This design comes from an exercise in tuning for small area on the open sky130 flow, not from production work.
In this exercise RTL edits were held to simulation tests only and were not proved equivalent to the original.
No driver is modelled on the clock port, so clock power and skew are understated where the tree is cut down; a real chip needs a root buffer or a tree.
No activity file was given, so power comes from the tool's default toggle rates.

== cedar ==
==> module pipe_make, before the edit <==
module pipe_make(
		input clk,
		input rst,
		input [2:0] colour,
		input [7:0] in_x,
		input [6:0] in_y,
		input [7:0] width,
		input [6:0] height,
		input go_draw,
		input [3:0] pipe_type,
		output finish_draw,
		output [7:0] out_x,
		output [6:0] out_y,
		output [2:0] out_colour
	);
	wire [2:0] s = (pipe_type > 4'd5) ? 3'd0 : pipe_type[2:0];
	wire [1:0] cnt [0:5];
	wire [5:0] fin, v1, v2;
	wire [4:0] t5 [0:5];
	wire [2:0] u5 [0:5];
	wire [1:0] m3 [0:5];
	wire [2:0] y7 [0:5];
	genvar i;
	generate
		for (i = 0; i < 6; i = i + 1) begin : shape
			pm_shape #(.KIND(i == 0 ? 0 : i == 1 ? 1 : 2)) u(
				.clk(clk), .rst(rst), .go(go_draw && s == i),
				.cnt(cnt[i]), .fin(fin[i]), .v1(v1[i]), .v2(v2[i]),
				.t5(t5[i]), .u5(u5[i]), .m3o(m3[i]), .y7o(y7[i]));
		end
	endgenerate
	wire [1:0] c = cnt[s];
	wire [4:0] t = {t5[1][4] & (s == 3'd1), t5[s][3:0]};
	wire [2:0] u = u5[s];
	wire [1:0] m = m3[s];
	wire [2:0] y = y7[s];
	wire ver = (s == 3'd0);
	wire hor = (s == 3'd1);
	wire right = (s == 3'd3) || (s == 3'd5);
	wire down = (s == 3'd4) || (s == 3'd5);
	reg [6:0] j;
	reg [2:0] m6;
	reg [2:0] dx;
	reg [3:0] dy;
	reg zero, green;
	always @(*) begin
		j = 7'd0; m6 = 3'd0;
		zero = 1'b0; green = 1'b0;
		m6 = (t[0] ? 3'd3 : 3'd0) + (m == 2'd1 ? 3'd4 : m == 2'd2 ? 3'd2 : 3'd0);
		if (m6 >= 3'd6) m6 = m6 - 3'd6;
		case (c)
			2'd0: begin  
				dx = 3'd4; dy = 4'd4; green = 1'b1;
			end
			2'd1: begin  
				dx = t[2:0]; dy = {u, t[3]}; zero = (u == 3'd7);
			end
			2'd2: begin  
				zero = !v1[s]; green = v1[s];
				if (ver) begin         
					j = {u, t[3:0]} + 7'd38;
					if (j >= 7'd80) j = j - 7'd80;
					if (j >= 7'd40) j = j - 7'd40;
					dx = 3'd2 + j[1:0]; dy = j[5:2];
				end else if (hor) begin  
					j = {2'b0, t} - 7'd18;
					dx = j[2:0]; dy = 4'd3 + j[4:3];
				end else begin           
					dx = (right ? 3'd2 : 3'd0) + m6;
					dy = (down ? 4'd3 : 4'd0) + y;
				end
			end
			default: begin  
				zero = !v2[s];
				if (ver || hor) begin    
					dx = {2'b0, t[0]}; dy = 4'd0;
				end else begin           
					dx = (right ? 3'd6 : 3'd0) + m6[0];
					dy = (down ? 4'd7 : 4'd0) + ((m6 >= 3'd2) ? (m6 - 3'd2) >> 1 : (m6 + 3'd4) >> 1);
				end
			end
		endcase
	end
	wire [7:0] sx = in_x + dx;
	wire [6:0] sy = in_y + dy;
	assign finish_draw = fin[s];
	assign out_x = zero ? 8'd0 : sx;
	assign out_y = zero ? 7'd0 : sy;
	assign out_colour = {1'b0, green, 1'b0};
endmodule
export LEC_CHECK = 0
export CAP_MARGIN = 20
export CORE_MARGIN = 2
export CORE_UTILIZATION = 40
export SLEW_MARGIN = 20
create_clock -name core_clock -period 10.0 [get_ports {clk}]
standard.sh (not shown) runs the stock make flow with config.mk's settings and CLKGATE_MAP_FILE= SYNTH_SCRIPT=/design/flow/synth_recipe.tcl, a recipe that flattens the netlist after the stock synthesis.
==> flow/flow/run.sh <==
#!/bin/bash
# Own layout flow: the standard ORFS flow (standard.sh) with these changes
# to how the layout is made:
#  - synthesis (flow/synth.tcl) is the standard synthesis script, but
#    adders are left to ABC instead of being mapped to the library's adder
#    cells first (ADDER_MAP_FILE empty), and ABC uses an area-oriented script;
#    registers, their names and cell types are those of the standard synthesis;
#  - the port buffers are the smallest buffer (buf_1) instead of a delay cell;
#  - the clock tree is built by flow/cts_manual.tcl: the clock port drives
#    a few clock buffers, each driving a group of nearby flip-flops.
# The make output goes to flow_make.log; each ORFS step logs to orfs/logs/.
set -euo pipefail
export OWN_WORK_DIR="$(pwd)"
export OWN_FLOW_DIR="$(pwd)/flow"
export OWN_CTS_LEAVES=5
export OWN_CTS_MAX_LEAVES=9
export OWN_CTS_TRIES=16
export OWN_CTS_SLEW=0.112
export OWN_CTS_CELL=sky130_fd_sc_hd__clkbuf_16
export OWN_CTS_ROOT=sky130_fd_sc_hd__clkbuf_8
bash standard.sh \
  SYNTH_SCRIPT="$OWN_FLOW_DIR/synth.tcl" \
  ADDER_MAP_FILE= \
  "BUFFER_PORTS_ARGS=-buffer_cell sky130_fd_sc_hd__buf_1" \
  PRE_CTS_TCL="$OWN_FLOW_DIR/cts_manual.tcl" \
  finish > flow_make.log 2>&1
Other scripts of this flow, unchanged in this note and not shown: flow/flow/abc_area.script, flow/flow/cts_manual.tcl, flow/flow/synth.tcl
### cedar -> oak
--- a/flow/design.v
+++ b/flow/design.v
@@ -157,8 +157,14 @@
 			end
 		endcase
 	end
-	wire [7:0] sx = in_x + dx;
-	wire [6:0] sy = in_y + dy;
+	reg [7:0] px;
+	reg [6:0] py;
+	always @(posedge clk) begin
+		px <= in_x;
+		py <= in_y;
+	end
+	wire [7:0] sx = ((c == 2'd0) ? in_x : px) + dx;
+	wire [6:0] sy = ((c == 2'd0) ? in_y : py) + dy;
 	assign finish_draw = fin[s];
 	assign out_x = zero ? 8'd0 : sx;
 	assign out_y = zero ? 7'd0 : sy;
==> run summary <==
- From cedar to oak the numbers moved as follows: reported net switching power went up by about 15%, area of placed instances went up by about 7%, area after synthesis went up by about 7%.
- Cmp oak vs cedar: number of well-tap cells placed higher in oak
- oak vs cedar: filler cell count in the final layout up by a few percent
- Per the comparison of oak with cedar, power up about 13%, cell area saw an increase, share of cell area taken by flip-flops and latches saw an increase, first-pass iteration count of the detailed router went down 1.
- Going from cedar to oak, the die outline area was found to have gone up by 7.0%.
- oak against cedar: hold slack now sits at about the same level, fraction of the cycle the final worst path needs now sits higher, wire length of the first global-routing pass now sits higher, worst setup slack now sits lower.
No run of this note takes its clock network from TritonCTS; it comes from the design's own scripts or RTL.

## static timing again, ports no longer ideal
Ports are ideal in the flow. The routed layouts listed here were re-timed in OpenROAD.
Step 1: set_driving_cell puts a clkbuf_16 on clk and a buf_2 on each other input, an assumption about the parent block.
Step 2, shift: input delay + t, output delay - t, t = (earliest + latest rising clock arrival at the registers) / 2. This alone moves slack from input paths to output paths.
Three values: no drivers, after step 1, after step 2; two values: the first two.
run | shift t [ns] | slack for setup (ns) | latest minus earliest clock arrival (ns) | cell pins on the clock port's net
cedar | 0.450 | 0.597 / 0.577 / 0.577 | 0.008 / 0.009 | 1
oak | 0.472 | 0.540 / 0.519 / 0.519 | 0.010 / 0.010 | 1
After both steps every run listed still meets setup and hold. For oak, which loses most, drivers alone change the setup slack by -0.021 ns; drivers and shift together by -0.021 ns.
